This design comes from an exercise in tuning for small area and a short achievable clock period on the open sky130 flow, not from production work. Where RTL was checked, it was by simulation tests only, not by an equivalence proof against the original.

==> v24 <==
## IEEE754_Mult
module IEEE754_Mult
(
	input clock,
	input resetn,
	input [31:0] a,
	input [31:0] b,
	output [31:0] y
);
Settings: LEC_CHECK=0, CAP_MARGIN=20, CORE_MARGIN=2, CORE_UTILIZATION=40, SETUP_SLACK_MARGIN=5, SLEW_MARGIN=20, SYNTH_HIERARCHICAL=1; clock period 11.0 ns.
standard.sh (not shown) runs the stock make flow with config.mk's settings and CLKGATE_MAP_FILE= SYNTH_SCRIPT=/design/flow/synth_recipe.tcl, a recipe that flattens the netlist after the stock synthesis.
==> flow/flow/run.sh <==
#!/bin/bash
set -euo pipefail
bash standard.sh SETUP_SLACK_MARGIN=7 TNS_END_PERCENT=1 "BUFFER_PORTS_ARGS=-buffer_cell sky130_fd_sc_hd__buf_2"  finish > standard.log 2>&1
==> v18 (differences from v24) <==
--- a/flow/design.v
+++ b/flow/design.v
@@ -11,13 +11,13 @@
 	reg [22:0] ma;
 	reg [11:0] one, two;
 	reg [10:0] bo;
 	always @(posedge clock) begin
 		z1 <= !resetn || a == 32'h00000000 || b == 32'h00000000;
 		s1 <= a[31] ^ b[31];
-		e1 <= (a[30:23] + b[30:23] + 8'd1) ^ 8'h80;
+		e1 <= a[30:23] + b[30:23] + 8'h81;
 		ma <= a[22:0];
 		bo <= {b[21], b[19], b[17], b[15], b[13], b[11], b[9], b[7], b[5], b[3], b[1]};
 		one[0] <= b[0] ^ 1'b0;
 		two[0] <= (b[1] & ~b[0] & ~1'b0) | (~b[1] & b[0] & 1'b0);
 		one[1] <= b[2] ^ b[1];
 		two[1] <= (b[3] & ~b[2] & ~b[1]) | (~b[3] & b[2] & b[1]);
@@ -945,21 +945,23 @@
 	fa us900 (.a(c727), .b(s810), .c(c809), .s(s900), .co(c901));
 	wire s902, c903;
 	fa us902 (.a(pp310), .b(s812), .c(c811), .s(s902), .co(c903));
 	wire s904, c905;
 	fa us904 (.a(s814), .b(pp311), .c(c813), .s(s904), .co(c905));
 	wire s906 = ~c815;
-	wire [23:0] lo_s = {1'b0, c855, c853, c851, c849, c847, c845, c843, c841, c839, c837, c835, c833, c831, c829, c827, c825, c823, c821, c819, c817, s816, pp2, bo[0]} + {1'b0, s856, s854, s852, s850, s848, s846, s844, s842, s840, s838, s836, s834, s832, s830, s828, s826, s824, s822, s820, s818, pp27, 1'b0, pp1};
+	wire [12:0] l0_s = {1'b0, c833, c831, c829, c827, c825, c823, c821, c819, c817, s816, pp2, bo[0]} + {1'b0, s834, s832, s830, s828, s826, s824, s822, s820, s818, pp27, 1'b0, pp1};
+	wire [11:0] l1_s = {1'b0, c855, c853, c851, c849, c847, c845, c843, c841, c839, c837, c835} + {1'b0, s856, s854, s852, s850, s848, s846, s844, s842, s840, s838, s836};
+	wire l1_ones = &({c855, c853, c851, c849, c847, c845, c843, c841, c839, c837, c835} ^ {s856, s854, s852, s850, s848, s846, s844, s842, s840, s838, s836});
 	wire [5:0] b0_s = {1'b0, c865, c863, c861, c859, c857} + {1'b0, s866, s864, s862, s860, s858};
 	wire [5:0] b1_s = {1'b0, c875, c873, c871, c869, c867} + {1'b0, s876, s874, s872, s870, s868};
 	wire [5:0] b2_s = {1'b0, c885, c883, c881, c879, c877} + {1'b0, s886, s884, s882, s880, s878};
 	wire [5:0] b3_s = {1'b0, c895, c893, c891, c889, c887} + {1'b0, s896, s894, s892, s890, s888};
 	wire [5:0] b4_s = {1'b0, c905, c903, c901, c899, c897} + {1'b0, s906, s904, s902, s900, s898};
 	reg        z2, s2;
 	reg [7:0]  e2;
-	reg c23;
+	reg lg0, lg1, lp1;
 	reg [4:0] bs0;
 	reg bg0;
 	reg bp0;
 	reg [4:0] bs1;
 	reg bg1;
 	reg bp1;
@@ -971,13 +973,15 @@
 	reg bp3;
 	reg [4:0] bs4;
 	always @(posedge clock) begin
 		z2 <= !resetn || z1;
 		s2 <= s1;
 		e2 <= e1;
-		c23 <= lo_s[23];
+		lg0 <= l0_s[12];
+		lg1 <= l1_s[11];
+		lp1 <= l1_ones;
 		bs0 <= b0_s[4:0];
 		bg0 <= b0_s[5];
 		bp0 <= &({c865, c863, c861, c859, c857} ^ {s866, s864, s862, s860, s858});
 		bs1 <= b1_s[4:0];
 		bg1 <= b1_s[5];
 		bp1 <= &({c875, c873, c871, c869, c867} ^ {s876, s874, s872, s870, s868});
@@ -986,53 +990,46 @@
 		bp2 <= &({c885, c883, c881, c879, c877} ^ {s886, s884, s882, s880, s878});
 		bs3 <= b3_s[4:0];
 		bg3 <= b3_s[5];
 		bp3 <= &({c895, c893, c891, c889, c887} ^ {s896, s894, s892, s890, s888});
 		bs4 <= b4_s[4:0];
 	end
-	wire cb0 = c23;
-	wire [4:0] bi0 = bs0 + 5'd1;
-	wire r0_0 = cb0 ? bi0[0] : bs0[0];
-	wire r0_1 = cb0 ? bi0[1] : bs0[1];
-	wire r0_2 = cb0 ? bi0[2] : bs0[2];
-	wire r0_3 = cb0 ? bi0[3] : bs0[3];
-	wire r0_4 = cb0 ? bi0[4] : bs0[4];
+	wire cb0 = lg1 | (lp1 & lg0);
+	wire r0_0 = bs0[0] ^ cb0;
+	wire r0_1 = bs0[1] ^ (cb0 & (&bs0[0:0]));
+	wire r0_2 = bs0[2] ^ (cb0 & (&bs0[1:0]));
+	wire r0_3 = bs0[3] ^ (cb0 & (&bs0[2:0]));
+	wire r0_4 = bs0[4] ^ (cb0 & (&bs0[3:0]));
 	wire cb1 = bg0 | (cb0 & bp0);
-	wire [4:0] bi1 = bs1 + 5'd1;
-	wire r1_0 = cb1 ? bi1[0] : bs1[0];
-	wire r1_1 = cb1 ? bi1[1] : bs1[1];
-	wire r1_2 = cb1 ? bi1[2] : bs1[2];
-	wire r1_3 = cb1 ? bi1[3] : bs1[3];
-	wire r1_4 = cb1 ? bi1[4] : bs1[4];
+	wire r1_0 = bs1[0] ^ cb1;
+	wire r1_1 = bs1[1] ^ (cb1 & (&bs1[0:0]));
+	wire r1_2 = bs1[2] ^ (cb1 & (&bs1[1:0]));
+	wire r1_3 = bs1[3] ^ (cb1 & (&bs1[2:0]));
+	wire r1_4 = bs1[4] ^ (cb1 & (&bs1[3:0]));
 	wire cb2 = bg1 | (cb1 & bp1);
-	wire [4:0] bi2 = bs2 + 5'd1;
-	wire r2_0 = cb2 ? bi2[0] : bs2[0];
-	wire r2_1 = cb2 ? bi2[1] : bs2[1];
-	wire r2_2 = cb2 ? bi2[2] : bs2[2];
-	wire r2_3 = cb2 ? bi2[3] : bs2[3];
-	wire r2_4 = cb2 ? bi2[4] : bs2[4];
+	wire r2_0 = bs2[0] ^ cb2;
+	wire r2_1 = bs2[1] ^ (cb2 & (&bs2[0:0]));
+	wire r2_2 = bs2[2] ^ (cb2 & (&bs2[1:0]));
+	wire r2_3 = bs2[3] ^ (cb2 & (&bs2[2:0]));
+	wire r2_4 = bs2[4] ^ (cb2 & (&bs2[3:0]));
 	wire cb3 = bg2 | (cb2 & bp2);
-	wire [4:0] bi3 = bs3 + 5'd1;
-	wire r3_0 = cb3 ? bi3[0] : bs3[0];
-	wire r3_1 = cb3 ? bi3[1] : bs3[1];
-	wire r3_2 = cb3 ? bi3[2] : bs3[2];
-	wire r3_3 = cb3 ? bi3[3] : bs3[3];
-	wire r3_4 = cb3 ? bi3[4] : bs3[4];
+	wire r3_0 = bs3[0] ^ cb3;
+	wire r3_1 = bs3[1] ^ (cb3 & (&bs3[0:0]));
+	wire r3_2 = bs3[2] ^ (cb3 & (&bs3[1:0]));
+	wire r3_3 = bs3[3] ^ (cb3 & (&bs3[2:0]));
+	wire r3_4 = bs3[4] ^ (cb3 & (&bs3[3:0]));
 	wire cb4 = bg3 | (cb3 & bp3);
-	wire [4:0] bi4 = bs4 + 5'd1;
-	wire r4_0 = cb4 ? bi4[0] : bs4[0];
-	wire r4_1 = cb4 ? bi4[1] : bs4[1];
-	wire r4_2 = cb4 ? bi4[2] : bs4[2];
-	wire r4_3 = cb4 ? bi4[3] : bs4[3];
-	wire r4_4 = cb4 ? bi4[4] : bs4[4];
+	wire r4_0 = bs4[0] ^ cb4;
+	wire r4_1 = bs4[1] ^ (cb4 & (&bs4[0:0]));
+	wire r4_2 = bs4[2] ^ (cb4 & (&bs4[1:0]));
+	wire r4_3 = bs4[3] ^ (cb4 & (&bs4[2:0]));
+	wire r4_4 = bs4[4] ^ (cb4 & (&bs4[3:0]));
 	wire [24:0] m2 = {r4_4, r4_3, r4_2, r4_1, r4_0, r3_4, r3_3, r3_2, r3_1, r3_0, r2_4, r2_3, r2_2, r2_1, r2_0, r1_4, r1_3, r1_2, r1_1, r1_0, r0_4, r0_3, r0_2, r0_1, r0_0};
 	wire [7:0]  e2p1 = e2 + 8'd1;
-	wire        sh = m2[24] & ~z2;
-	wire        nsh = ~m2[24] & ~z2;
-	wire [7:0]  ey = ({8{sh}} & e2p1) | ({8{nsh}} & e2);
-	wire [22:0] my = ({23{sh}} & m2[23:1]) | ({23{nsh}} & m2[22:0]);
-	assign y = {s2 & ~z2, ey, my};
+	wire [7:0]  ey = m2[24] ? e2p1 : e2;
+	wire [22:0] my = m2[24] ? m2[23:1] : m2[22:0];
+	assign y = z2 ? 32'h00000000 : {s2, ey, my};
 endmodule
 module fa (input a, input b, input c, output s, output co);
 	assign s = a ^ b ^ c;
 	assign co = (a & b) | (a & c) | (b & c);
 endmodule
==> flow/flow/run.sh (replaced) <==
#!/bin/bash
set -euo pipefail
bash standard.sh SETUP_SLACK_MARGIN=7 TNS_END_PERCENT=1 finish > standard.log 2>&1
==> v9 (differences from v24) <==
--- a/flow/design.v
+++ b/flow/design.v
@@ -945,21 +945,23 @@
 	fa us900 (.a(c727), .b(s810), .c(c809), .s(s900), .co(c901));
 	wire s902, c903;
 	fa us902 (.a(pp310), .b(s812), .c(c811), .s(s902), .co(c903));
 	wire s904, c905;
 	fa us904 (.a(s814), .b(pp311), .c(c813), .s(s904), .co(c905));
 	wire s906 = ~c815;
-	wire [23:0] lo_s = {1'b0, c855, c853, c851, c849, c847, c845, c843, c841, c839, c837, c835, c833, c831, c829, c827, c825, c823, c821, c819, c817, s816, pp2, bo[0]} + {1'b0, s856, s854, s852, s850, s848, s846, s844, s842, s840, s838, s836, s834, s832, s830, s828, s826, s824, s822, s820, s818, pp27, 1'b0, pp1};
+	wire [12:0] l0_s = {1'b0, c833, c831, c829, c827, c825, c823, c821, c819, c817, s816, pp2, bo[0]} + {1'b0, s834, s832, s830, s828, s826, s824, s822, s820, s818, pp27, 1'b0, pp1};
+	wire [11:0] l1_s = {1'b0, c855, c853, c851, c849, c847, c845, c843, c841, c839, c837, c835} + {1'b0, s856, s854, s852, s850, s848, s846, s844, s842, s840, s838, s836};
+	wire l1_ones = &({c855, c853, c851, c849, c847, c845, c843, c841, c839, c837, c835} ^ {s856, s854, s852, s850, s848, s846, s844, s842, s840, s838, s836});
 	wire [5:0] b0_s = {1'b0, c865, c863, c861, c859, c857} + {1'b0, s866, s864, s862, s860, s858};
 	wire [5:0] b1_s = {1'b0, c875, c873, c871, c869, c867} + {1'b0, s876, s874, s872, s870, s868};
 	wire [5:0] b2_s = {1'b0, c885, c883, c881, c879, c877} + {1'b0, s886, s884, s882, s880, s878};
 	wire [5:0] b3_s = {1'b0, c895, c893, c891, c889, c887} + {1'b0, s896, s894, s892, s890, s888};
 	wire [5:0] b4_s = {1'b0, c905, c903, c901, c899, c897} + {1'b0, s906, s904, s902, s900, s898};
 	reg        z2, s2;
 	reg [7:0]  e2;
-	reg c23;
+	reg lg0, lg1, lp1;
 	reg [4:0] bs0;
 	reg bg0;
 	reg bp0;
 	reg [4:0] bs1;
 	reg bg1;
 	reg bp1;
@@ -971,13 +973,15 @@
 	reg bp3;
 	reg [4:0] bs4;
 	always @(posedge clock) begin
 		z2 <= !resetn || z1;
 		s2 <= s1;
 		e2 <= e1;
-		c23 <= lo_s[23];
+		lg0 <= l0_s[12];
+		lg1 <= l1_s[11];
+		lp1 <= l1_ones;
 		bs0 <= b0_s[4:0];
 		bg0 <= b0_s[5];
 		bp0 <= &({c865, c863, c861, c859, c857} ^ {s866, s864, s862, s860, s858});
 		bs1 <= b1_s[4:0];
 		bg1 <= b1_s[5];
 		bp1 <= &({c875, c873, c871, c869, c867} ^ {s876, s874, s872, s870, s868});
@@ -986,13 +990,13 @@
 		bp2 <= &({c885, c883, c881, c879, c877} ^ {s886, s884, s882, s880, s878});
 		bs3 <= b3_s[4:0];
 		bg3 <= b3_s[5];
 		bp3 <= &({c895, c893, c891, c889, c887} ^ {s896, s894, s892, s890, s888});
 		bs4 <= b4_s[4:0];
 	end
-	wire cb0 = c23;
+	wire cb0 = lg1 | (lp1 & lg0);
 	wire [4:0] bi0 = bs0 + 5'd1;
 	wire r0_0 = cb0 ? bi0[0] : bs0[0];
 	wire r0_1 = cb0 ? bi0[1] : bs0[1];
 	wire r0_2 = cb0 ? bi0[2] : bs0[2];
 	wire r0_3 = cb0 ? bi0[3] : bs0[3];
 	wire r0_4 = cb0 ? bi0[4] : bs0[4];
@@ -1023,16 +1027,14 @@
 	wire r4_1 = cb4 ? bi4[1] : bs4[1];
 	wire r4_2 = cb4 ? bi4[2] : bs4[2];
 	wire r4_3 = cb4 ? bi4[3] : bs4[3];
 	wire r4_4 = cb4 ? bi4[4] : bs4[4];
 	wire [24:0] m2 = {r4_4, r4_3, r4_2, r4_1, r4_0, r3_4, r3_3, r3_2, r3_1, r3_0, r2_4, r2_3, r2_2, r2_1, r2_0, r1_4, r1_3, r1_2, r1_1, r1_0, r0_4, r0_3, r0_2, r0_1, r0_0};
 	wire [7:0]  e2p1 = e2 + 8'd1;
-	wire        sh = m2[24] & ~z2;
-	wire        nsh = ~m2[24] & ~z2;
-	wire [7:0]  ey = ({8{sh}} & e2p1) | ({8{nsh}} & e2);
-	wire [22:0] my = ({23{sh}} & m2[23:1]) | ({23{nsh}} & m2[22:0]);
-	assign y = {s2 & ~z2, ey, my};
+	wire [7:0]  ey = m2[24] ? e2p1 : e2;
+	wire [22:0] my = m2[24] ? m2[23:1] : m2[22:0];
+	assign y = z2 ? 32'h00000000 : {s2, ey, my};
 endmodule
 module fa (input a, input b, input c, output s, output co);
 	assign s = a ^ b ^ c;
 	assign co = (a & b) | (a & c) | (b & c);
 endmodule
--- a/flow/config.mk
+++ b/flow/config.mk
@@ -5,9 +5,10 @@
 export SDC_FILE = /design/flow/constraint.sdc
 export NUM_CORES = 4
 export LEC_CHECK = 0
 export CAP_MARGIN = 20
 export CORE_MARGIN = 2
 export CORE_UTILIZATION = 40
+export CTS_BUF_LIST = sky130_fd_sc_hd__clkbuf_4 sky130_fd_sc_hd__clkbuf_8
 export SETUP_SLACK_MARGIN = 5
 export SLEW_MARGIN = 20
 export SYNTH_HIERARCHICAL = 1
==> results by group <==
Outcome
  – Status: timing/DRC/antenna clean

Yosys
  – Synthesized area: 0.01619 sq mm
  – Synth Area in XOR/XNOR: 17.80%

Detailed routing
  – Initial drt markers: between 1000 and 1500

Final layout
  – Multi-input logic portion of the cell area: between 70% and 80%
the above is filed under v9

==> results by group <==
Outcome
  – Status: timing/DRC/antenna clean

Yosys
  – Synthesized area: approximately 0.016 sq mm
  – Synth Area in XOR/XNOR: between 10% and 20%

Global routing
  – GRT met3 Usage: 4.260%

Final layout
  – Multi-input logic portion of the cell area: 74.73%
  – Dominant class by area: multi-input gates
the above is filed under v24

==> results by group <==
Outcome
  – Status: timing/DRC/antenna clean

Yosys
  – Synth cell count leaders: xnor2_1, a22oi_1, fa_1
  – Yosys top cell area share: around a third
  – Synthesized area: 0.01625 sq mm

Final layout
  – Multi-input logic portion of the cell area: 70.12%

STA
  – Hold Slack: about 330 ps

Die
  – Die W: roughly 210 um
the above is filed under v18

For v18 and v9, only the layout was checked, not whether the RTL still works.

[re-timing with driven ports]
Ports are ideal in the flow. The routed layouts listed here were re-timed in OpenROAD.
Step 1: set_driving_cell puts a clkbuf_16 on clock and a buf_2 on each other input, an assumption about the parent block.
Step 2 also shifts input and output timing later by t, the mid clock arrival at the registers, as if the neighbouring blocks saw the same clock.
a / b / c = ideal ports / drivers / drivers and shift; a / b = the first two.
run | t (ns) | slack for setup (ns) | worst hold slack (ns) | latest minus earliest clock arrival (ns) | worst slew at a driven data input, ns
v24 | 0.413 | 6.378 / 6.331 / 6.419 | 0.330 / 0.330 / 0.330 | 0.027 / 0.027 | 0.06
v18 | 0.465 | 6.492 / 6.444 / 6.341 | 0.325 / 0.325 / 0.325 | 0.011 / 0.011 | 0.05
v9 | 0.500 | 6.261 / 6.219 / 6.324 | 0.319 / 0.319 / 0.319 | 0.026 / 0.026 | 0.03
After both steps setup and hold are still met in every run listed. The setup slack of v18, which loses most, moves by -0.048 ns with the drivers and by -0.151 ns with both steps.
